This is an optimization exercise on Yosys and OpenROAD, whose aim is small area and a short achievable clock period, not a production implementation. Function was not checked in any run shown here: the RTL went through the layout flow alone. Power and IR drop assume default switching activity.

<file path="flow/run.sh">
#!/bin/bash
# Standard synthesis (unchanged), then the standard layout with the ORFS
# settings listed in flow/params.txt (one make variable per line), e.g. a
# timing-repair target with extra setup slack so that the input-to-output
# paths are optimised beyond what the clock period needs.
set -euo pipefail
bash standard.sh synth > synth.log 2>&1
mapfile -t ARGS < flow/params.txt
bash standard.sh "${ARGS[@]}" finish > layout.log 2>&1
</file>
<file path="flow/params.txt">
SETUP_SLACK_MARGIN=11.9
BUFFER_PORTS_ARGS=-buffer_cell sky130_fd_sc_hd__buf_1
MATCH_CELL_FOOTPRINT=0
</file>
<file path="standard.sh">
#!/bin/bash
# synth_recipe.tcl (not shown) runs the flow's synth.tcl, then flattens the netlist and writes it again
# the make line also repeats each setting of config.mk as NAME=value (left out here)
make -C /OpenROAD-flow-scripts/flow DESIGN_CONFIG=/design/flow/config.mk WORK_HOME=/design/flow/orfs CLKGATE_MAP_FILE= SYNTH_SCRIPT=/design/flow/synth_recipe.tcl "${@:-finish}"
</file>
<file path="config.mk">
export PLATFORM = sky130hd
export DESIGN_NAME = Top
export DESIGN_NICKNAME = Top
export VERILOG_FILES = /design/flow/design.v
export SDC_FILE = /design/flow/constraint.sdc
export NUM_CORES = 4
export LEC_CHECK = 0
export CAP_MARGIN = 20
export CORE_MARGIN = 2
export CORE_UTILIZATION = 60
export CTS_BUF_LIST = sky130_fd_sc_hd__clkbuf_8
export SLEW_MARGIN = 20
export SYNTH_HIERARCHICAL = 1
</file>
<file path="constraint.sdc">
create_clock -name core_clock -period 24.0 [get_ports {TCK}]
set_input_delay 4.8000 -clock core_clock [delete_from_list [all_inputs] [get_ports {TCK}]]
set_output_delay 4.8000 -clock core_clock [all_outputs]
set_load 0.01 [all_outputs]
</file>
<file path="design.v">
module Top #(
   parameter N = 16
) (
   input TDI,
   input TMS,
   input TCK,
   input [N-1:0] sys_pin_a,
   input [N-1:0] sys_pin_b,
   input sys_pin_cin,
   input sys_pin_sel,
   output [N-1:0] sys_pin_sum,
   output sys_pin_co,
   output TDO
);
   localparam [3:0] TLR = 4'hF, RTI = 4'hC, SEL_DR = 4'h7, CAP_DR = 4'h6,
                    SH_DR = 4'h2, EX1_DR = 4'h1, PAU_DR = 4'h3, EX2_DR = 4'h0,
                    UPD_DR = 4'h5, SEL_IR = 4'h4, CAP_IR = 4'hE, SH_IR = 4'hA,
                    EX1_IR = 4'h9, PAU_IR = 4'hB, EX2_IR = 4'h8, UPD_IR = 4'hD;
   reg [3:0] st;
   reg [3:0] st_nx;
   always @(*) begin
      case (st)
         TLR:     st_nx = TMS ? TLR : RTI;
         RTI:     st_nx = TMS ? SEL_DR : RTI;
         SEL_DR:  st_nx = TMS ? SEL_IR : CAP_DR;
         CAP_DR:  st_nx = TMS ? EX1_DR : SH_DR;
         SH_DR:   st_nx = TMS ? EX1_DR : SH_DR;
         EX1_DR:  st_nx = TMS ? UPD_DR : PAU_DR;
         PAU_DR:  st_nx = TMS ? EX2_DR : PAU_DR;
         EX2_DR:  st_nx = TMS ? UPD_DR : SH_DR;
         UPD_DR:  st_nx = TMS ? SEL_DR : RTI;
         SEL_IR:  st_nx = TMS ? TLR : CAP_IR;
         CAP_IR:  st_nx = TMS ? EX1_IR : SH_IR;
         SH_IR:   st_nx = TMS ? EX1_IR : SH_IR;
         EX1_IR:  st_nx = TMS ? UPD_IR : PAU_IR;
         PAU_IR:  st_nx = TMS ? EX2_IR : PAU_IR;
         EX2_IR:  st_nx = TMS ? UPD_IR : SH_IR;
         default: st_nx = TMS ? SEL_DR : RTI;   
      endcase
   end
   always @(posedge TCK) st <= st_nx;
   wire shift_dr = (st == SH_DR);
   wire capture_dr = (st == CAP_DR);
   wire shift_ir = (st == SH_IR);
   wire capture_ir = (st == CAP_IR);
   wire update_dr = TMS & ((st == EX1_DR) | (st == EX2_DR));
   wire update_ir = TMS & ((st == EX1_IR) | (st == EX2_IR));
   wire reset_ir = TMS & ((st == TLR) | (st == SEL_IR));
   reg ir1_sr1, ir2_sr1;
   reg br1, br2;
   reg mode1, byp1, mode2, byp2;
   always @(posedge TCK) begin
      if (shift_ir) begin
         ir1_sr1 <= br1;
         ir2_sr1 <= br2;
      end else if (capture_ir) begin
         ir1_sr1 <= 1'b1;
         ir2_sr1 <= 1'b1;
      end
   end
   always @(posedge TCK) begin
      if (reset_ir) begin
         mode1 <= 1'b0;
         byp1  <= 1'b1;
         mode2 <= 1'b0;
         byp2  <= 1'b1;
      end else if (update_ir) begin
         mode1 <= ~br1;
         byp1  <= br1 & ir1_sr1;
         mode2 <= ~br2;
         byp2  <= br2 & ir2_sr1;
      end
   end
   wire sel = sys_pin_sel;
   wire a0 = sys_pin_a[0];
   wire b0 = sys_pin_b[0];
   wire [16:0] add1;
   wire [16:1] add1_c;   
   wire [15:0] add1_p;   
   wire [1:0] add1_lo;
   FastAdd fa1 (.a(sys_pin_a), .b(sys_pin_b), .cin(sys_pin_cin), .s(add1_lo), .cy(add1_c),
                .pr(add1_p));
   assign add1 = {add1_c[16], add1_p[15:2] ^ add1_c[15:2], add1_lo};
   wire [16:0] fast1 = sel ? {a0, {11{b0}}, a0, 2'b00, a0 ^ b0, a0} : add1;
   reg [16:0] uo1, uf1, uo2, uf2;
   wire [16:0] s1 = mode1 ? uo1 : fast1;
   wire x2 = s1[0];
   wire [16:0] g2 = sel ? {x2, {12{x2}}, 3'b000, x2} : {s1[15], s1[14:0], s1[16]};
   wire pass = ~mode1 & ~mode2 & ~sel;
   wire xo = mode1 ? uo1[0] : a0;
   wire [16:0] other = mode2 ? uo2 :
                       sel ? {xo, {12{xo}}, 3'b000, xo} :
                       {uo1[15], uo1[14:0], uo1[16]};
   wire [16:0] outv;
   assign outv[0] = pass ? add1[16] : other[0];
   assign outv[1] = pass ? add1[0] : other[1];
   assign outv[2] = pass ? add1[1] : other[2];
   genvar k;
   generate
      for (k = 2; k < 16; k = k + 1) begin : ob
         wire x0 = pass ? add1_p[k] : other[k+1];
         wire x1 = pass ? ~add1_p[k] : other[k+1];
         assign outv[k+1] = add1_c[k] ? x1 : x0;
      end
   endgenerate
   assign sys_pin_sum = outv[15:0];
   assign sys_pin_co = outv[16];
   wire [16:0] adder1_out = mode1 ? uf1 : fast1;
   wire [16:0] adder2_out = mode2 ? uf2 : g2;
   reg [50:0] c1, c2;
   wire dr1 = byp1 ? br1 : c1[50];   
   wire [50:0] p1 = {adder1_out, sel, sys_pin_cin, sys_pin_b, sys_pin_a};
   wire [50:0] p2 = {adder2_out, sel, s1[16], s1[15:0], s1[15:0]};
   wire hold_dr = (st == EX1_DR) | (st == PAU_DR) | (st == EX2_DR);
   wire shift_any = shift_dr | shift_ir;
   wire capture_any = capture_dr | capture_ir;
   wire load_dr = ~(shift_dr | hold_dr | update_dr);
   wire load_dr1 = ~(shift_dr | hold_dr);
   always @(posedge TCK) begin
      c1[33:0] <= ({34{shift_dr}} & {c1[32:0], TDI}) | ({34{hold_dr & ~update_dr}} & c1[33:0]) |
                  ({34{update_dr}} & c2[33:0]) | ({34{load_dr}} & p1[33:0]);
      c1[50:34] <= ({17{shift_dr}} & c1[49:33]) | ({17{hold_dr}} & c1[50:34]) |
                   ({17{load_dr1}} & p1[50:34]);
      c2 <= ({51{shift_dr}} & {c2[49:0], dr1}) | ({51{hold_dr}} & c2) | ({51{load_dr1}} & p2);
   end
   always @(posedge TCK) begin
      if (shift_any) begin
         br1 <= TDI;
         br2 <= shift_dr ? dr1 : ir1_sr1;
      end else if (capture_any) begin
         br1 <= 1'b0;
         br2 <= 1'b0;
      end
   end
   wire [16:0] r1;
   Ripple rip1 (.a(c1[15:0]), .b(c1[31:16]), .cin(c1[32]), .s(r1));
   wire ua1 = c1[0], ub1 = c1[16];
   wire [16:0] f1 = c1[33] ? {ua1, {11{ub1}}, ua1, 2'b00, ua1 ^ ub1, ua1} : r1;
   always @(posedge TCK) begin
      if (update_dr) begin
         uo1 <= c1[50:34];
         uo2 <= c2[50:34];
         uf1 <= f1;
      end
      if (st == UPD_DR) uf2 <= f1;
   end
   assign TDO = shift_ir ? ir2_sr1 : shift_dr ? (byp2 ? br2 : c2[50]) : 1'b0;
endmodule
module Ripple (
   input [15:0] a,
   input [15:0] b,
   input cin,
   output [16:0] s
);
   wire [16:0] c;
   assign c[0] = cin;
   genvar i;
   generate
      for (i = 0; i < 16; i = i + 1) begin : bit_
         assign s[i] = a[i] ^ b[i] ^ c[i];
         assign c[i+1] = (a[i] & b[i]) | (c[i] & (a[i] ^ b[i]));
      end
   endgenerate
   assign s[16] = c[16];
endmodule
module FastAdd (
   input [15:0] a,
   input [15:0] b,
   input cin,
   output [1:0] s,
   output [16:1] cy,
   output [15:0] pr
);
   wire [15:0] g0 = a & b;
   wire [15:0] p0 = a ^ b;
   wire [15:0] gp, pp;   
   wire [15:0] g1, p1, g2, p2, g3, p3, g4, p4;
   wire [15:0] gg, pg;   
   genvar i;
   generate
      for (i = 1; i < 16; i = i + 1) begin : pair
         assign gp[i] = g0[i] | (p0[i] & g0[i-1]);
         assign pp[i] = p0[i] & p0[i-1];
      end
      assign gp[0] = g0[0];
      assign pp[0] = p0[0];
      for (i = 0; i < 16; i = i + 1) begin : lvl
         if (i % 2 == 1) begin : l1a
            assign g1[i] = gp[i];
            assign p1[i] = pp[i];
         end else begin : l1b
            assign g1[i] = g0[i];
            assign p1[i] = p0[i];
         end
         if (i % 4 >= 2) begin : l2a
            assign g2[i] = g1[i] | (p1[i] & g1[i - (i % 4) + 1]);
            assign p2[i] = p1[i] & p1[i - (i % 4) + 1];
         end else begin : l2b
            assign g2[i] = g1[i];
            assign p2[i] = p1[i];
         end
         if (i % 8 >= 4) begin : l3a
            assign g3[i] = g2[i] | (p2[i] & g2[i - (i % 8) + 3]);
            assign p3[i] = p2[i] & p2[i - (i % 8) + 3];
         end else begin : l3b
            assign g3[i] = g2[i];
            assign p3[i] = p2[i];
         end
         if (i % 16 >= 8) begin : l4a
            assign g4[i] = g3[i] | (p3[i] & g3[i - (i % 16) + 7]);
            assign p4[i] = p3[i] & p3[i - (i % 16) + 7];
         end else begin : l4b
            assign g4[i] = g3[i];
            assign p4[i] = p3[i];
         end
         if (i == 2 || i == 4 || i == 8) begin : pw
            assign gg[i] = gp[i] | (pp[i] & gg[i-2]);
            assign pg[i] = pp[i] & pg[i-2];
         end else begin : sk
            assign gg[i] = g4[i];
            assign pg[i] = p4[i];
         end
      end
   endgenerate
   wire [16:1] c = gg | (pg & {16{cin}});
   assign s[0] = p0[0] ^ cin;
   assign s[1] = cin ? (p0[1] ^ (a[0] | b[0])) : (p0[1] ^ g0[0]);
   assign cy = c;
   assign pr = p0;
endmodule
</file>
==> results.cfg, run 1 <==
[clock_tree]
cts_setup_buffers = 0
numCtsBuffers = 17
htree_levels = 4
holdBufCountCts = 0
cts-root-buf = clkbuf_8
cts.clk_slew.worst_paths_ps = 90
clock_latency_ps = 470
cts.sinks = 182
cts_resized = 0
max-clock-path-buffers = 2
tritoncts = built

[timing]
hold_violations = 0
rsz0062_at_grt = false
fmax_ghz = 0.08381
finalSetupViolCount = 0
relSlewSlack_pct = 35.50
fin_crit_ps = 11930
setup_ws_ps = 12070
finClkSkew_ps = 12.27
slew_viol_final = 0
tns_ps = 0
finalCritPeriodShare_pct = 49.72
max_slew.worst_pin.slew_ps = 967.5

[place]
hpwlAfterDp_um = 16190
pre_cts_slack_ps = 11980
port_buffers = 54
gp_congestion = 0.8827

[routing]
wl_met2_um = 10460
via_per_inst = 6.677
drt_wl_total_um = 24350
drc = 0
vias = 7218
ant_nets = 0
first_pass_iters = 5
met3_length_um = 2420
wl_met1_um = 11190
wire_per_inst_um = 22.52
drtIter0Drc = 829
top_layer = met4

[synthesis]
yosysMostFrequentCell = nand2_1
synth_seq_cells = 182
netlist_instances = 871
yosysTopAreaCellShare_pct = 24.42
syn_area_per_cell_um2 = 10.35
ys_types = 64
synth.net_count = 942
netlist_top_cells_count = nand2_1, dfxtp_1, edfxtp_1
synth_edf_count = 72
synthTopCellsByArea = dfxtp_1, edfxtp_1, nand2_1
yosysSeqAreaShare_pct = 48.39
ys.flop_type = dfxtp_1
synth_area_leader_cell = dfxtp_1
async_flop_share_pct = 0
yosys_warnings = 7
syn_area_um2 = 9019

[finish]
antenna_cells = 0
syn_to_final_growth_pct = 6.909
nets = 955
fillerInstances = 1178
layout-drive-gt1-share_pct = 7.804
final_util_pct = 66.09

[outcome]
status = timing/DRC/antenna clean

[die]
num_rows = 44
fp.dieArea_um2 = 16030
io_pins = 55
core_area_um2 = 14590
die_h_um = 126.6
start_util_pct = 61.82
die_x_um = 126.6

[global_routing]
first_global_vias = 6993
overflow = 0
antenna_found_initial = 0
gr-usage-all-layers_pct = 30.89
grt_pass1_wl_um = 38420
grt_max_degree = 88

[worst_setup_path]
crit_family = compound AO/OA/AOI/OAI gates
critical_path.endpoint = sys_pin_sum[13]
reg2reg_slack_ps = 16640
crit_path_end_kind = output port
worstSetupPathType = input port to output port
crit_required_ps = 19200
cp_slowest_stage_delay_ps = 420
cp.buffers_inverters = 3
critPathLaunchType = input port
cp_slowest_cell = a2111oi_2
cp_data_arrival_time_ps = 7130
crit_chain = buf_1 > ha_1 > a21o_1 > a21oi_1 > nor2_1 > a2111oi_2 > inv_1 > xor2_1 > nor2_1 > a31oi_1 > buf_1
crit_fanout = 4
crit_start = sys_pin_a[9]
crit_cells = 11
rr_worst_depth = 22
r2r_start = c1[0]
worstReg2RegEnd = uf2[15]

[pwr]
power_density_nw_per_um2 = 142.6
ir_drop_v = 0.00008634
leakage_nw = 3.658

[worst_hold_path]
hold_class = flop to flop

[run]
max_cap_violations = 0
[area by class of cell]
cell class | instances | area, µm² | area share (%)
tap | 184 | 230.2 | 2.388
inverter | 34 | 127.6 | 1.324
sequential | 182 | 4364 | 45.26
multi-input combinational | 585 | 4219 | 43.76
clock inverter | 14 | 160.2 | 1.661
timing repair buffer | 64 | 292.8 | 3.037
clock buffer | 18 | 247.7 | 2.569
[state kept, by name, indices dropped and copies added (netlist names)]
name and count:
st 4, mode2 1, c1 51, byp2 1
uf2 17, br1 1, c2 51, uf1 17
byp1 1, br2 1, ir1_sr1 1, ir2_sr1 1
uo1 17, uo2 17, mode1 1
[per-module statistics from Yosys, one instance, submodules excluded]
module | flip-flops and latches | copies in the design | cells | area, µm²
FastAdd | 0 | 1 | 75 | 589.3
Ripple | 0 | 1 | 26 | 357.8
Top | 182 | 1 | 770 | 8071
[per-layer routing]
layer | vias to the layer above | track usage [%]
li1 | 3295 | -
met1 | 3534 | 48.06
met2 | 364 | 43.85
met3 | 25 | 6.833
met4 | 0 | 7.822
met5 | - | 0
[worst min path at each step]
stage / slack, ps / end / cells past startpoint / start
global route: 480 / uo2[2] / 0 / c2[36]
CTS: 460 / uo1[5] / 0 / c1[39]
global placement: 440 / uo2[1] / 0 / c2[35]
finish: 460 / uo1[13] / 0 / c1[47]
detailed placement: 440 / uo1[13] / 0 / c1[47]
floorplan: 430 / uo1[16] / 0 / c1[50]
[worst register-to-register path, delay by kind of cell (launching register included)]
kind                       cells  cell delay, ps
adders and majority gates     16            6250
DFF                            1             400
buffers and inverters          5             310
AOI/OAI and AO/OA              1             210
[logic make-up after synthesis]
kind of cell / count (synthesis) / synth area share, %
xor+xnor: 17 / 1.651
buf+inv: 104 / 5.272
mux: 29 / 3.288
flops: 182 / 48.39
fa+ha+maj: 34 / 6.132
simple gates: 217 / 11.11
compound gates: 288 / 24.15
[stage by stage]
| stage | power [mW] | instances | instance area (µm²) | hold WS, ps |
|---|---|---|---|---|
| after floorplan | 0.9830 | 871 | 9019 | 425.6 |
| after global placement | 1.127 | 1048 | 9195 | 436.4 |
| after detailed placement | 1.150 | 1048 | 9195 | 437.9 |
| after CTS | 1.365 | 1080 | 9603 | 461.4 |
| after global routing | 1.469 | 1081 | 9642 | 478.8 |
| final | 1.375 | 1081 | 9642 | 460.0 |
[cells in the final DEF (no fill, tap or decap), drive strengths merged, types with 3 or more instances in the layout]
cell	Yosys	final
nand2	124	124
dfxtp	110	110
edfxtp	72	72
buf	40	62
a32oi	40	40
a21oi	39	39
o21ai	38	38
a22o	35	35
inv	33	35
a221o	33	33
nor2	30	30
mux2i	24	24
a31oi	21	21
nand2b	21	21
clkbuf	30	20
fa	17	17
ha	17	17
o22ai	15	15
o211ai	15	15
o221ai	14	14
xor2	14	14
a21o	12	12
nor2b	8	8
nand3	8	8
clkinv	1	7
a221oi	6	6
nor3	6	6
mux2	5	5
a22oi	4	4
and3	4	4
and2	4	4
xnor2	3	3
clkinvlp	0	3
bufinv	0	3
[power by group]
| part | total (mW) | internal, mW | switching, mW |
|---|---|---|---|
| clock | 0.216 | 0.105 | 0.111 |
| sequential | 0.581 | 0.472 | 0.109 |
| combinational | 0.579 | 0.219 | 0.359 |
==> run 2: changes to the inputs <==
==> flow/params.txt (replaced) <==
SETUP_SLACK_MARGIN=12.0
BUFFER_PORTS_ARGS=-buffer_cell sky130_fd_sc_hd__buf_1
MATCH_CELL_FOOTPRINT=0
--- a/config.mk
+++ b/config.mk
@@ -7,7 +7,7 @@
 export LEC_CHECK = 0
 export CAP_MARGIN = 20
 export CORE_MARGIN = 2
-export CORE_UTILIZATION = 60
+export CORE_UTILIZATION = 55
 export CTS_BUF_LIST = sky130_fd_sc_hd__clkbuf_8
 export SLEW_MARGIN = 20
 export SYNTH_HIERARCHICAL = 1
==> run 2 against run 1 <==
  * Critical endpoint is now sys_pin_sum[8]
  * Core utilization decreased by 4.9 points
  * Highest routed layer unchanged
  * Clock-buffer cell count increased by 1
  * Via count decreased by 0.44%
  * Largest cell class unchanged
  * Still clean on timing, DRC and antenna
==> results.cfg, run 2 <==
[synthesis]
syn_area_per_cell_um2 = 10.35
synth.net_count = 942
yosys_warnings = 7
synth_seq_cells = 182
synthTopCellsByArea = dfxtp_1, edfxtp_1, nand2_1
yosysMostFrequentCell = nand2_1
yosysTopAreaCellShare_pct = 24.42
ys.flop_type = dfxtp_1
netlist_top_cells_count = nand2_1, dfxtp_1, edfxtp_1
synth_edf_count = 72
ys_types = 64
synth_area_leader_cell = dfxtp_1
syn_area_um2 = 9019
netlist_instances = 871
async_flop_share_pct = 0
yosysSeqAreaShare_pct = 48.39

[routing]
ant_nets = 0
via_per_inst = 6.451
first_pass_iters = 6
vias = 7186
drtIter0Drc = 899
drt_wl_total_um = 24950
drc = 0
wire_per_inst_um = 22.40

[finish]
final_util_pct = 61.23
reg.largest.list = c1: 51 flops, c2: 51 flops
layout-drive-gt1-share_pct = 8.686
final_common_cell = nand2_1
antenna_cells = 0
layout_common_cells = nand2_1, dfxtp_1, edfxtp_1
syn_to_final_growth_pct = 8.241
nets = 956

[timing]
rsz0062_at_grt = true
relSlewSlack_pct = 35.48
fin_crit_ps = 11900
finalCritPeriodShare_pct = 49.59
fmax_ghz = 0.08403
tns_ps = 0
slew_viol_final = 0
hold_violations = 0
finClkSkew_ps = 9.439
max_slew.worst_pin.slew_ps = 967.8
finalSetupViolCount = 0

[worst_setup_path]
r2r_start = c1[0]
rr_worst_depth = 22
reg2reg_slack_ps = 16630
crit_required_ps = 19200
crit_path_end_kind = output port
critical_path.endpoint = sys_pin_sum[8]
worstSetupPathType = input port to output port
cp_data_arrival_time_ps = 7100
critPathLaunchType = input port
crit_start = sys_pin_a[2]
crit_fanout = 4
worstReg2RegEnd = uf2[15]

[clock_tree]
cts-root-buf = clkbuf_8
cts.clk_slew.worst_paths_ps = 90
max-clock-path-buffers = 2
numCtsBuffers = 17
cts_setup_buffers = 0
tritoncts = built
clock_latency_ps = 470
cts.sinks = 182
htree_levels = 4

[die]
die_x_um = 132.1
fp.dieArea_um2 = 17440
io_pins = 55
core_area_um2 = 15940
start_util_pct = 56.57
num_rows = 46
die_h_um = 132.1

[global_routing]
first_global_vias = 6917
overflow = 0
gr-usage-all-layers_pct = 28.99
grt_max_degree = 88
antenna_found_initial = 0
grt_pass1_wl_um = 39320

[worst_hold_path]
hold_class = flop to flop

[place]
port_buffers = 54
hpwlAfterDp_um = 16740
gp_congestion = 0.8830

[pwr]
leakage_nw = 3.685
power_density_nw_per_um2 = 141.0
ir_drop_v = 0.00006847

[run]
max_cap_violations = 0

[outcome]
status = timing/DRC/antenna clean
run 2: cell types whose count changed in the layout (fill, tap and decap cells not counted), moves of 2 or more:
cell and change:
a21oi_4 +2, clkinvlp_4 -2, xor2_2 +4, xor2_1 -4, clkinv_4 +4
run 2: worst max-delay path, stage by stage:
cell,delay [ps]
buf_1,110
ha_1,400
a21o_1,240
a21oi_4,230
nand2_1,110
a21o_1,230
a31o_1,250
xor2_2,290
nor2_1,100
a31oi_1,170
buf_1,170
run 2: modules after synthesis (local to each module, per instance):
module	flops+latches	cells inside
Top	182	770
Ripple	0	26
FastAdd	0	75
run 2: cells by family after synthesis:
group,share of synthesized area [%]
and+or+nand+nor,11.11
buffers and inverters,5.272
muxes,3.288
AOI/OAI and AO/OA,24.15
adders and majority gates,6.132
xor gates and xnor gates,1.651
DFF,48.39
run 2: final cells by class:
| class | count | area, µm² |
|---|---|---|
| clock buffer | 19 | 261.5 |
| clock inverter | 13 | 133.9 |
| fill | 1376 | 6181 |
| inverter | 34 | 127.6 |
| multi-input combinational | 585 | 4303 |
| sequential | 182 | 4364 |
| tap | 216 | 270.3 |
| timing repair buffer | 65 | 301.5 |
run 2: worst min path at each step:
| stage | startpoint | to | slack [ps] | depth (start not counted) |
|---|---|---|---|---|
| floorplan | c1[50] | uo1[16] | 430 | 0 |
| global placement | c2[35] | uo2[1] | 440 | 0 |
| detailed placement | c1[43] | uo1[9] | 440 | 0 |
| CTS | c1[38] | uo1[4] | 460 | 0 |
| global route | c1[38] | uo1[4] | 480 | 0 |
| finish | c1[38] | uo1[4] | 460 | 0 |
run 2: layer usage:
layer | part of all wire, % | GRT usage, % | vias up
li1 | - | - | 3298
met1 | 47 | 44.55 | 3542
met2 | 43 | 41.32 | 327
met3 | 9.4 | 6.498 | 19
met4 | 0.95 | 7.307 | 0
met5 | 0 | 0 | -
run 2: report_power, final:
group | internal, mW | total (mW) | switching, mW | leakage, nW
Combinational | 0.221 | 0.586 | 0.365 | 1.90
Sequential | 0.472 | 0.580 | 0.108 | 1.58
Clock | 0.0975 | 0.210 | 0.112 | 0.208
Total | 0.791 | 1.38 | 0.585 | 3.69
run 2: what timing repair did:
action                                  in CTS  in global routing
gates resized for setup                      2                 15
endpoints found under the setup margin       6                  7
hold buffers                                 0                  0
pin swaps                                    0                  4
run 2: through the flow:
stage	hold slack (ps)	area [µm²]	total power, mW	setup WS (ps)	std cells
3_5_place_dp	444.5	9243	1.157	11920	1081
3_3_place_gp	437.2	9243	1.138	12000	1081
4_1_cts	462.7	9641	1.364	12020	1113
5_1_grt	477.3	9762	1.466	11990	1114
2_1_floorplan	425.6	9019	0.9830	12620	871
6_report	463.8	9762	1.376	12100	1114
==> run 3: changes to the inputs <==
--- a/design.v
+++ b/design.v
@@ -77,10 +77,8 @@
    wire [16:0] add1;
    wire [16:1] add1_c;   
    wire [15:0] add1_p;   
-   wire [1:0] add1_lo;
-   FastAdd fa1 (.a(sys_pin_a), .b(sys_pin_b), .cin(sys_pin_cin), .s(add1_lo), .cy(add1_c),
+   FastAdd fa1 (.a(sys_pin_a), .b(sys_pin_b), .cin(sys_pin_cin), .s(add1), .cy(add1_c),
                 .pr(add1_p));
-   assign add1 = {add1_c[16], add1_p[15:2] ^ add1_c[15:2], add1_lo};
    wire [16:0] fast1 = sel ? {a0, {11{b0}}, a0, 2'b00, a0 ^ b0, a0} : add1;
    reg [16:0] uo1, uf1, uo2, uf2;
    wire [16:0] s1 = mode1 ? uo1 : fast1;
@@ -167,64 +165,51 @@
    input [15:0] a,
    input [15:0] b,
    input cin,
-   output [1:0] s,
+   output [16:0] s,
    output [16:1] cy,
    output [15:0] pr
 );
    wire [15:0] g0 = a & b;
    wire [15:0] p0 = a ^ b;
-   wire [15:0] gp, pp;   
    wire [15:0] g1, p1, g2, p2, g3, p3, g4, p4;
-   wire [15:0] gg, pg;   
    genvar i;
    generate
-      for (i = 1; i < 16; i = i + 1) begin : pair
-         assign gp[i] = g0[i] | (p0[i] & g0[i-1]);
-         assign pp[i] = p0[i] & p0[i-1];
-      end
-      assign gp[0] = g0[0];
-      assign pp[0] = p0[0];
       for (i = 0; i < 16; i = i + 1) begin : lvl
-         if (i % 2 == 1) begin : l1a
-            assign g1[i] = gp[i];
-            assign p1[i] = pp[i];
+         if (i >= 1) begin : l1a
+            assign g1[i] = g0[i] | (p0[i] & g0[i-1]);
+            assign p1[i] = p0[i] & p0[i-1];
          end else begin : l1b
             assign g1[i] = g0[i];
             assign p1[i] = p0[i];
          end
-         if (i % 4 >= 2) begin : l2a
-            assign g2[i] = g1[i] | (p1[i] & g1[i - (i % 4) + 1]);
-            assign p2[i] = p1[i] & p1[i - (i % 4) + 1];
+         if (i >= 2) begin : l2a
+            assign g2[i] = g1[i] | (p1[i] & g1[i-2]);
+            assign p2[i] = p1[i] & p1[i-2];
          end else begin : l2b
             assign g2[i] = g1[i];
             assign p2[i] = p1[i];
          end
-         if (i % 8 >= 4) begin : l3a
-            assign g3[i] = g2[i] | (p2[i] & g2[i - (i % 8) + 3]);
-            assign p3[i] = p2[i] & p2[i - (i % 8) + 3];
+         if (i >= 4) begin : l3a
+            assign g3[i] = g2[i] | (p2[i] & g2[i-4]);
+            assign p3[i] = p2[i] & p2[i-4];
          end else begin : l3b
             assign g3[i] = g2[i];
             assign p3[i] = p2[i];
          end
-         if (i % 16 >= 8) begin : l4a
-            assign g4[i] = g3[i] | (p3[i] & g3[i - (i % 16) + 7]);
-            assign p4[i] = p3[i] & p3[i - (i % 16) + 7];
+         if (i >= 8) begin : l4a
+            assign g4[i] = g3[i] | (p3[i] & g3[i-8]);
+            assign p4[i] = p3[i] & p3[i-8];
          end else begin : l4b
             assign g4[i] = g3[i];
             assign p4[i] = p3[i];
          end
-         if (i == 2 || i == 4 || i == 8) begin : pw
-            assign gg[i] = gp[i] | (pp[i] & gg[i-2]);
-            assign pg[i] = pp[i] & pg[i-2];
-         end else begin : sk
-            assign gg[i] = g4[i];
-            assign pg[i] = p4[i];
-         end
       end
    endgenerate
-   wire [16:1] c = gg | (pg & {16{cin}});
+   wire [16:1] c = g4 | (p4 & {16{cin}});
    assign s[0] = p0[0] ^ cin;
    assign s[1] = cin ? (p0[1] ^ (a[0] | b[0])) : (p0[1] ^ g0[0]);
+   assign s[15:2] = p0[15:2] ^ c[15:2];
+   assign s[16] = c[16];
    assign cy = c;
    assign pr = p0;
 endmodule
==> flow/run.sh (replaced) <==
#!/bin/bash
# Standard synthesis, then the standard layout with: timing repair that
# aims for extra setup slack (so the input-to-output paths are optimised
# beyond what the clock period needs), cell sizing not limited to the same
# footprint, and a stronger buffer on each port.
set -euo pipefail
MARGIN=$(cat flow/margin.txt)
bash standard.sh synth > synth.log 2>&1
bash standard.sh SETUP_SLACK_MARGIN=$MARGIN MATCH_CELL_FOOTPRINT=0 \
  "BUFFER_PORTS_ARGS=-buffer_cell sky130_fd_sc_hd__buf_4" finish > layout.log 2>&1
==> flow/margin.txt (new file) <==
12.6
--- a/config.mk
+++ b/config.mk
@@ -7,7 +7,6 @@
 export LEC_CHECK = 0
 export CAP_MARGIN = 20
 export CORE_MARGIN = 2
-export CORE_UTILIZATION = 55
+export CORE_UTILIZATION = 60
 export CTS_BUF_LIST = sky130_fd_sc_hd__clkbuf_8
 export SLEW_MARGIN = 20
-export SYNTH_HIERARCHICAL = 1
removed: flow/params.txt
==> run 3 against run 2 <==
  * Still clean
  * Power grew 2.9%
  * Combinational power grew 11%
  * Final area grew 10%
  * Die area shrank 4.7%
  * Highest routed layer unchanged
==> results.cfg, run 3 <==
[synthesis]
synth_edf_count = 72
yosys_warnings = 1
synthTopCellsByArea = dfxtp_1, edfxtp_1, nand2_1
synth_area_leader_cell = dfxtp_1
netlist_instances = 964
yosysMostFrequentCell = nand2_1
ys.flop_type = dfxtp_1
yosysSeqAreaShare_pct = 46.62
syn_area_per_cell_um2 = 9.710
synth.net_count = 1035
yosysTopAreaCellShare_pct = 23.53
netlist_top_cells_count = nand2_1, dfxtp_1, edfxtp_1
ys_types = 73
async_flop_share_pct = 0
synth_seq_cells = 182
syn_area_um2 = 9360

[worst_setup_path]
worstSetupPathType = input port to output port
cp_data_arrival_time_ps = 6700
crit_path_end_kind = output port
crit_fanout = 7
critPathLaunchType = input port
crit_required_ps = 19200
rr_worst_depth = 22

[timing]
relSlewSlack_pct = 42.41
setup_ws_ps = 12500
finalSetupViolCount = 0
holdWs_ps = 466.7
rsz0062_at_grt = true
finClkSkew_ps = 14.54
fmax_ghz = 0.08697
fin_crit_ps = 11500
finalCritPeriodShare_pct = 47.91
tns_ps = 0
hold_violations = 0
slew_viol_final = 0
max_slew.worst_pin.slew_ps = 860.6

[die]
num_rows = 45
core_area_um2 = 15200
start_util_pct = 61.57
io_pins = 55
die_x_um = 128.9
die_h_um = 128.9
fp.dieArea_um2 = 16620

[place]
port_buffers = 54
dp.cells = 1153
dpl_cell_area_um2 = 9831
gp_congestion = 0.8892
hpwlAfterDp_um = 18320
pre_cts_slack_ps = 11940

[global_routing]
first_global_vias = 7558
overflow = 0
grt_pass1_wl_um = 42970
grt_max_degree = 85
antenna_found_initial = 0
gr-usage-all-layers_pct = 34.00

[routing]
drc = 0
ant_nets = 0
via_per_inst = 6.844
vias = 8220
wire_per_inst_um = 23.21
drt_wl_total_um = 27880
drtIter0Drc = 1007
first_pass_iters = 5

[clock_tree]
numCtsBuffers = 17
htree_levels = 4
clock_latency_ps = 480
cts-root-buf = clkbuf_8
max-clock-path-buffers = 2
cts.sinks = 182
cts.clk_slew.worst_paths_ps = 100
tritoncts = built

[finish]
final_common_cell = nand2_1
fin_cells = 1201
reg.largest.list = c1: 51 flops, c2: 51 flops
antenna_cells = 0
layout-drive-gt1-share_pct = 19.64
syn_to_final_growth_pct = 14.92
fin_area_um2 = 10760
layout_common_cells = nand2_1, dfxtp_1, buf_4
nets = 1071

[run]
max_cap_violations = 0

[outcome]
status = timing/DRC/antenna clean

[pwr]
ir_drop_v = 0.00006251
power_density_nw_per_um2 = 131.6
leakage_nw = 4.168

[worst_hold_path]
worstHoldPathCells = 0
hold_class = flop to flop
-- run 3: final cells by class --
cell class	count	area, µm²
multi-input cells	676	4946
fillers	1160	4446
flip-flops and latches	182	4364
repair buffers	86	676.9
well taps	188	235.2
clock buffers	17	234.0
clock inverters	15	152.6
inverters	37	147.6
-- run 3: final timing paths --
kind / startpoint / end / slack, ps
setup / recovery: sys_pin_a[4] / sys_pin_sum[14] / 12500
hold / removal: c1[37] / uo1[3] / 470
hold reg to reg: c1[37] / uo1[3] / 470
setup reg to reg: c1[0] / uf2[15] / 17040
-- run 3: timing repair --
item / 4_1_cts / 5_1_grt
hold buffers: 0 / 0
pin swaps: 23 / 14
setup endpoints to repair: 15 / 15
setup buffers: 9 / 6
gates resized for setup: 59 / 19
-- run 3: cell families after synthesis --
| kind of cell | after synthesis | share of synthesized area (%) |
|---|---|---|
| compound gates | 322 | 24.57 |
| simple gates | 277 | 13.65 |
| xor+xnor | 10 | 0.9358 |
| buf+inv | 106 | 4.852 |
| flops | 182 | 46.62 |
| mux | 33 | 3.542 |
| fa+ha+maj | 34 | 5.828 |
-- run 3: per-stage QoR --
step	power, mW	util, %
global route	1.499	70.76
CTS	1.388	69.80
finish	1.415	70.76
detailed placement	1.165	64.67
global placement	1.146	64.67
floorplan	0.9546	-
-- run 3: metal layers --
layer / share of wire (%) / routed length, µm / GRT usage [%] / vias to the layer above
met3: 11 / 3055 / 6.736 / 63
met2: 44 / 12380 / 49.92 / 534
li1: - / - / - / 3655
met4: 1.9 / 531 / 9.783 / 0
met5: 0 / 0 / 0 / -
met1: 43 / 11910 / 51.20 / 3968
-- run 3: where the power goes --
group	internal [mW]	total (mW)	switching, mW
Sequential	0.459	0.552	0.0928
Clock	0.0934	0.213	0.119
Combinational	0.252	0.651	0.398
Total	0.805	1.42	0.611
-- run 3: worst max-delay path, cell delays in order --
cell	delay, ps
buf_4	130
ha_4	270
a21oi_2	160
a211o_1	290
a41oi_4	180
or3_4	450
a21oi_4	210
nor2_2	50
buf_4	150
==> run 4: changes to the inputs <==
--- a/design.v
+++ b/design.v
@@ -46,18 +46,9 @@
    wire update_dr = TMS & ((st == EX1_DR) | (st == EX2_DR));
    wire update_ir = TMS & ((st == EX1_IR) | (st == EX2_IR));
    wire reset_ir = TMS & ((st == TLR) | (st == SEL_IR));
-   reg ir1_sr1, ir2_sr1;
    reg br1, br2;
    reg mode1, byp1, mode2, byp2;
-   always @(posedge TCK) begin
-      if (shift_ir) begin
-         ir1_sr1 <= br1;
-         ir2_sr1 <= br2;
-      end else if (capture_ir) begin
-         ir1_sr1 <= 1'b1;
-         ir2_sr1 <= 1'b1;
-      end
-   end
+   reg [50:0] c1, c2;
    always @(posedge TCK) begin
       if (reset_ir) begin
          mode1 <= 1'b0;
@@ -66,9 +57,9 @@
          byp2  <= 1'b1;
       end else if (update_ir) begin
          mode1 <= ~br1;
-         byp1  <= br1 & ir1_sr1;
+         byp1  <= br1 & c1[50];
          mode2 <= ~br2;
-         byp2  <= br2 & ir2_sr1;
+         byp2  <= br2 & c2[50];
       end
    end
    wire sel = sys_pin_sel;
@@ -105,26 +96,31 @@
    assign sys_pin_co = outv[16];
    wire [16:0] adder1_out = mode1 ? uf1 : fast1;
    wire [16:0] adder2_out = mode2 ? uf2 : g2;
-   reg [50:0] c1, c2;
    wire dr1 = byp1 ? br1 : c1[50];   
-   wire [50:0] p1 = {adder1_out, sel, sys_pin_cin, sys_pin_b, sys_pin_a};
-   wire [50:0] p2 = {adder2_out, sel, s1[16], s1[15:0], s1[15:0]};
-   wire hold_dr = (st == EX1_DR) | (st == PAU_DR) | (st == EX2_DR);
+   wire [50:0] p1 = {adder1_out[16] | capture_ir, adder1_out[15:0], sel, sys_pin_cin,
+                     sys_pin_b, sys_pin_a};
+   wire [50:0] p2 = {adder2_out[16] | capture_ir, adder2_out[15:0], sel, s1[16], s1[15:0],
+                     s1[15:0]};
    wire shift_any = shift_dr | shift_ir;
    wire capture_any = capture_dr | capture_ir;
-   wire load_dr = ~(shift_dr | hold_dr | update_dr);
-   wire load_dr1 = ~(shift_dr | hold_dr);
-   always @(posedge TCK) begin
-      c1[33:0] <= ({34{shift_dr}} & {c1[32:0], TDI}) | ({34{hold_dr & ~update_dr}} & c1[33:0]) |
-                  ({34{update_dr}} & c2[33:0]) | ({34{load_dr}} & p1[33:0]);
-      c1[50:34] <= ({17{shift_dr}} & c1[49:33]) | ({17{hold_dr}} & c1[50:34]) |
-                   ({17{load_dr1}} & p1[50:34]);
-      c2 <= ({51{shift_dr}} & {c2[49:0], dr1}) | ({51{hold_dr}} & c2) | ({51{load_dr1}} & p2);
+   wire hold_any = (st == EX1_DR) | (st == PAU_DR) | (st == EX2_DR) |
+                   (st == EX1_IR) | (st == PAU_IR) | (st == EX2_IR);
+   wire c1_50_in = shift_ir ? br1 : c1[49];
+   wire c2_50_in = shift_ir ? br2 : c2[49];
+   wire load = ~(shift_any | hold_any | update_dr);
+   wire load1 = ~(shift_any | hold_any);
+   always @(posedge TCK) begin
+      c1[33:0] <= ({34{shift_any}} & {c1[32:0], TDI}) | ({34{hold_any & ~update_dr}} & c1[33:0]) |
+                  ({34{update_dr}} & c2[33:0]) | ({34{load}} & p1[33:0]);
+      c1[50:34] <= ({17{shift_any}} & {c1_50_in, c1[48:33]}) | ({17{hold_any}} & c1[50:34]) |
+                   ({17{load1}} & p1[50:34]);
+      c2 <= ({51{shift_any}} & {c2_50_in, c2[48:0], dr1}) | ({51{hold_any}} & c2) |
+            ({51{load1}} & p2);
    end
    always @(posedge TCK) begin
       if (shift_any) begin
          br1 <= TDI;
-         br2 <= shift_dr ? dr1 : ir1_sr1;
+         br2 <= (shift_dr & byp1) ? br1 : c1[50];
       end else if (capture_any) begin
          br1 <= 1'b0;
          br2 <= 1'b0;
@@ -142,7 +138,7 @@
       end
       if (st == UPD_DR) uf2 <= f1;
    end
-   assign TDO = shift_ir ? ir2_sr1 : shift_dr ? (byp2 ? br2 : c2[50]) : 1'b0;
+   assign TDO = shift_any & ((shift_dr & byp2) ? br2 : c2[50]);
 endmodule
 module Ripple (
    input [15:0] a,
@@ -171,41 +167,56 @@
 );
    wire [15:0] g0 = a & b;
    wire [15:0] p0 = a ^ b;
+   wire [15:0] gp, pp;   
    wire [15:0] g1, p1, g2, p2, g3, p3, g4, p4;
+   wire [15:0] gg, pg;   
    genvar i;
    generate
+      for (i = 1; i < 16; i = i + 1) begin : pair
+         assign gp[i] = g0[i] | (p0[i] & g0[i-1]);
+         assign pp[i] = p0[i] & p0[i-1];
+      end
+      assign gp[0] = g0[0];
+      assign pp[0] = p0[0];
       for (i = 0; i < 16; i = i + 1) begin : lvl
-         if (i >= 1) begin : l1a
-            assign g1[i] = g0[i] | (p0[i] & g0[i-1]);
-            assign p1[i] = p0[i] & p0[i-1];
+         if (i % 2 == 1) begin : l1a
+            assign g1[i] = gp[i];
+            assign p1[i] = pp[i];
          end else begin : l1b
             assign g1[i] = g0[i];
             assign p1[i] = p0[i];
          end
-         if (i >= 2) begin : l2a
-            assign g2[i] = g1[i] | (p1[i] & g1[i-2]);
-            assign p2[i] = p1[i] & p1[i-2];
+         if (i % 4 >= 2) begin : l2a
+            assign g2[i] = g1[i] | (p1[i] & g1[i - (i % 4) + 1]);
+            assign p2[i] = p1[i] & p1[i - (i % 4) + 1];
          end else begin : l2b
             assign g2[i] = g1[i];
             assign p2[i] = p1[i];
          end
-         if (i >= 4) begin : l3a
-            assign g3[i] = g2[i] | (p2[i] & g2[i-4]);
-            assign p3[i] = p2[i] & p2[i-4];
+         if (i % 8 >= 4) begin : l3a
+            assign g3[i] = g2[i] | (p2[i] & g2[i - (i % 8) + 3]);
+            assign p3[i] = p2[i] & p2[i - (i % 8) + 3];
          end else begin : l3b
             assign g3[i] = g2[i];
             assign p3[i] = p2[i];
          end
-         if (i >= 8) begin : l4a
-            assign g4[i] = g3[i] | (p3[i] & g3[i-8]);
-            assign p4[i] = p3[i] & p3[i-8];
+         if (i % 16 >= 8) begin : l4a
+            assign g4[i] = g3[i] | (p3[i] & g3[i - (i % 16) + 7]);
+            assign p4[i] = p3[i] & p3[i - (i % 16) + 7];
          end else begin : l4b
             assign g4[i] = g3[i];
             assign p4[i] = p3[i];
          end
+         if (i == 2 || i == 4 || i == 8) begin : pw
+            assign gg[i] = gp[i] | (pp[i] & gg[i-2]);
+            assign pg[i] = pp[i] & pg[i-2];
+         end else begin : sk
+            assign gg[i] = g4[i];
+            assign pg[i] = p4[i];
+         end
       end
    endgenerate
-   wire [16:1] c = g4 | (p4 & {16{cin}});
+   wire [16:1] c = gg | (pg & {16{cin}});
    assign s[0] = p0[0] ^ cin;
    assign s[1] = cin ? (p0[1] ^ (a[0] | b[0])) : (p0[1] ^ g0[0]);
    assign s[15:2] = p0[15:2] ^ c[15:2];
==> flow/run.sh (replaced) <==
#!/bin/bash
# Standard synthesis (unchanged), then the standard layout with the ORFS
# settings listed in flow/params.txt (one make variable per line), e.g. a
# timing-repair target with extra setup slack so that the input-to-output
# paths are optimised beyond what the clock period needs.
set -euo pipefail
bash standard.sh synth > synth.log 2>&1
mapfile -t ARGS < flow/params.txt
bash standard.sh "${ARGS[@]}" finish > layout.log 2>&1
==> flow/params.txt (new file) <==
SETUP_SLACK_MARGIN=12.2
BUFFER_PORTS_ARGS=-buffer_cell sky130_fd_sc_hd__buf_2
MATCH_CELL_FOOTPRINT=0
removed: flow/margin.txt
==> run 4 against run 3 <==
  * Critical path depth did not move
  * Power grew 5.3%
  * First-iteration DRC count fell by 9.8%
  * Critical endpoint unchanged
  * Wire length fell by 3.3%
  * Cell count shrank 2.7%
  * Core utilization decreased by 3.6 points
  * Combinational power is 3.5% higher
  * Register-to-register slack got worse by 240 ps
  * Critical path type unchanged
  * Worst hold slack worse by 13 ps
  * Largest cell class unchanged
  * Sequential cell count decreased by 2
==> results.cfg, run 4 <==
[global_routing]
gr-usage-met1_pct = 48.85
grt_pass1_wl_um = 41970
met3_usage_pct = 6.407
gr-usage-all-layers_pct = 33.57
antenna_found_initial = 0
grt_busiest_layer = met2
first_global_vias = 7702
grt_use_met2_pct = 51.27
grt_max_degree = 69
overflow = 0

[routing]
first_pass_iters = 5
via_per_inst = 6.688
drc = 0
ant_nets = 0
drt_wl_total_um = 26960
wire_per_inst_um = 23.08
drtIter0Drc = 908
vias = 7811

[die]
fp.dieArea_um2 = 16280
die_x_um = 127.6
num_rows = 45
start_util_pct = 60.75
io_pins = 55
die_h_um = 127.6
core_area_um2 = 15090

[worst_setup_path]
crit_family = simple AND/OR/NAND/NOR gates
worstReg2RegEnd = uf2[15]
cp_data_arrival_time_ps = 6910
crit_cells = 9
cp_slowest_cell = or3_4
cp_slowest_stage_delay_ps = 460
reg2reg_slack_ps = 16800
critPathLaunchType = input port
worstSetupPathType = input port to output port
crit_required_ps = 19200
crit_path_end_kind = output port
cp.buffers_inverters = 2
crit_fanout = 6
crit_start = sys_pin_a[5]
rr_worst_depth = 22
path_common_cell = buf_2
r2r_start = c1[0]
crit_chain = buf_2 > ha_1 > a21o_1 > and3_1 > or3_4 > a31oi_4 > xnor2_2 > a21oi_1 > buf_2

[synthesis]
netlist_instances = 940
yosysTopAreaCellShare_pct = 24.02
async_flop_share_pct = 0
ys.flop_type = dfxtp_1
yosysMostFrequentCell = nand2_1
netlist_top_cells_count = nand2_1, dfxtp_1, o21ai_0
synth_seq_cells = 180
yosysSeqAreaShare_pct = 46.96
synth_area_leader_cell = dfxtp_1
syn_area_per_cell_um2 = 9.751
synth_edf_count = 70
ys_types = 73
syn_area_um2 = 9166
yosys_warnings = 1
synthTopCellsByArea = dfxtp_1, edfxtp_1, nand2_1
synth.net_count = 1011

[worst_hold_path]
worstHoldPathCells = 0
hold_class = flop to flop
holdPathEnd = uo1[4]
hold_path_startpoint = c1[38]

[finish]
antenna_cells = 0
nets = 1038
fin_area_um2 = 10140
layout_common_cells = nand2_1, dfxtp_1, o21ai_0
layout-drive-gt1-share_pct = 14.90
final_util_pct = 67.19
reg.largest.list = c1: 51 flops, c2: 51 flops
syn_to_final_growth_pct = 10.61
fillerInstances = 1220
final_common_cell = nand2_1
fin_cells = 1168

[clock_tree]
clock_latency_ps = 480
tritoncts = built
cts-root-buf = clkbuf_8
cts.clk_slew.worst_paths_ps = 90
max-clock-path-buffers = 2
numCtsBuffers = 17
holdBufCountCts = 0
cts.sinks = 180
htree_levels = 4

[place]
dpl_cell_area_um2 = 9497
pre_cts_slack_ps = 12080
port_buffers = 54
hpwlAfterDp_um = 17900
dp.cells = 1128
gp_congestion = 0.8657

[run]
max_cap_violations = 0

[timing]
finalCritPeriodShare_pct = 48.78
fmax_ghz = 0.08542
max_slew.worst_pin.slew_ps = 1057
tns_ps = 0
hold_violations = 0
fin_crit_ps = 11710
finalSetupViolCount = 0
rsz0062_at_grt = true
relSlewSlack_pct = 29.53
finClkSkew_ps = 17.66
setup_ws_ps = 12290
slew_viol_final = 0

[pwr]
power_density_nw_per_um2 = 146.9
internal-power_uw = 835.5
p_clk_share_pct = 14.9
power_frac_comb_pct = 45.3
power_frac_seq_pct = 39.9
leakage_nw = 4.097
ir_drop_v = 0.0001308
sw_frac_of_total_pct = 43.92
power.switching_uw = 654.3

[outcome]
status = timing/DRC/antenna clean
## run 4: worst reg2reg max path, cell delays in order, from the launching register on
cell and delay [ps]:
dfxtp_1 410, fa_1 490, fa_1 410, inv_1 100, fa_1 200, fa_1 180, inv_1 50, fa_1 380
fa_1 410, fa_1 400, fa_1 410, fa_1 430, fa_1 410, fa_1 410, fa_1 450, fa_1 390
inv_1 80, fa_1 170, inv_1 50, fa_1 380, inv_1 90, fa_1 410, o21ai_0 280
## run 4: kinds of logic (layout without fill, tap and decap cells)
kind of cell / after synthesis / after routing / share of synthesized area, %
AO/OA/AOI/OAI: 305 / 305 / 23.11
XOR/XNOR: 11 / 11 / 1.051
flip-flops: 180 / 180 / 46.96
multiplexers: 50 / 50 / 5.487
AND/OR/NAND/NOR: 263 / 263 / 13.08
buffers and inverters: 97 / 137 / 4.368
adder cells (fa/ha/maj): 34 / 34 / 5.951
## run 4: worst max path at each step
| stage | to |
|---|---|
| detailed placement | sys_pin_sum[0] |
| floorplan | sys_pin_sum[14] |
| CTS | sys_pin_sum[0] |
| finish | sys_pin_sum[14] |
| global route | sys_pin_sum[0] |
| global placement | sys_pin_sum[0] |
## run 4: cell type report
type                    instances  area, µm²  share of cell area [%]
clock buffers                  17      234.0                   2.308
clock inverters                15      180.2                   1.777
inverters                      32      121.4                   1.197
multi-input cells             663       4647                   45.83
flip-flops and latches        180       4308                   42.49
well taps                     188      235.2                   2.320
repair buffers                 73      412.9                   4.073
## run 4: repair_timing
action / CTS / global route
pin swaps: 4 / 8
gates resized for setup: 10 / 17
setup endpoints to repair: 8 / 11
buffers inserted: 1 / 7
## run 4: through the flow
| stage | hold WS [ps] | total power, mW |
|---|---|---|
| floorplan | 421.2 | 1.029 |
| global placement | 438.7 | 1.217 |
| detailed placement | 436.3 | 1.247 |
| CTS | 455.8 | 1.469 |
| global route | 474.7 | 1.582 |
| finish | 454.1 | 1.490 |
## run 4: power by group through the flow
stage                     sequential (mW)  combinational, mW  clock, mW
final                               0.594              0.674      0.221
after global routing                0.608              0.741      0.233
after CTS                           0.590              0.656      0.222
after detailed placement            0.596              0.651          0
after global placement              0.590              0.627          0
after floorplan                     0.540              0.489          0
## run 4: metal layers
metal / up-vias / share of wire (%) / wire length (µm)
met4: 0 / 2.0 / 536
li1: 3537 / - / -
met5: - / 0 / 0
met3: 49 / 9.0 / 2414
met1: 3796 / 44 / 11830
met2: 429 / 45 / 12180

separate check: timing with driven ports:
The flow's constraints put no driver on any port. The routed layouts listed below were extracted and timed again, unchanged, in two steps. Step 1 assumes that a clkbuf_16 drives the clock port and a buf_2 every other input. Step 2 adds t to the input delays and takes it off the output delays; t is the mean of the earliest and latest rising clock arrival at the registers after step 1. Input paths then give back, and output paths get back, about the clock's delay inside the block. Slacks: no drivers / after step 1 / after step 2; pairs: no drivers / after step 1.
| run | t (ns) | slack for setup (ns) | latest minus earliest clock arrival (ns) | slew at the worst register clock pin (ns) | worst data-port slew with drivers (ns) |
|---|---|---|---|---|---|
| run 1 | 0.507 | 12.068 / 12.046 / 12.046 | 0.013 / 0.012 | 0.10 / 0.10 | 0.04 |
| run 2 | 0.500 | 12.099 / 12.076 / 12.076 | 0.010 / 0.010 | 0.09 / 0.09 | 0.04 |
| run 3 | 0.510 | 12.501 / 12.456 / 12.456 | 0.014 / 0.015 | 0.10 / 0.10 | 0.05 |
| run 4 | 0.507 | 12.293 / 12.271 / 12.271 | 0.018 / 0.018 | 0.11 / 0.11 | 0.03 |
After both steps every run listed still meets setup and hold. For run 3, which loses most, drivers alone change the setup slack by -0.045 ns; drivers and shift together by -0.045 ns.
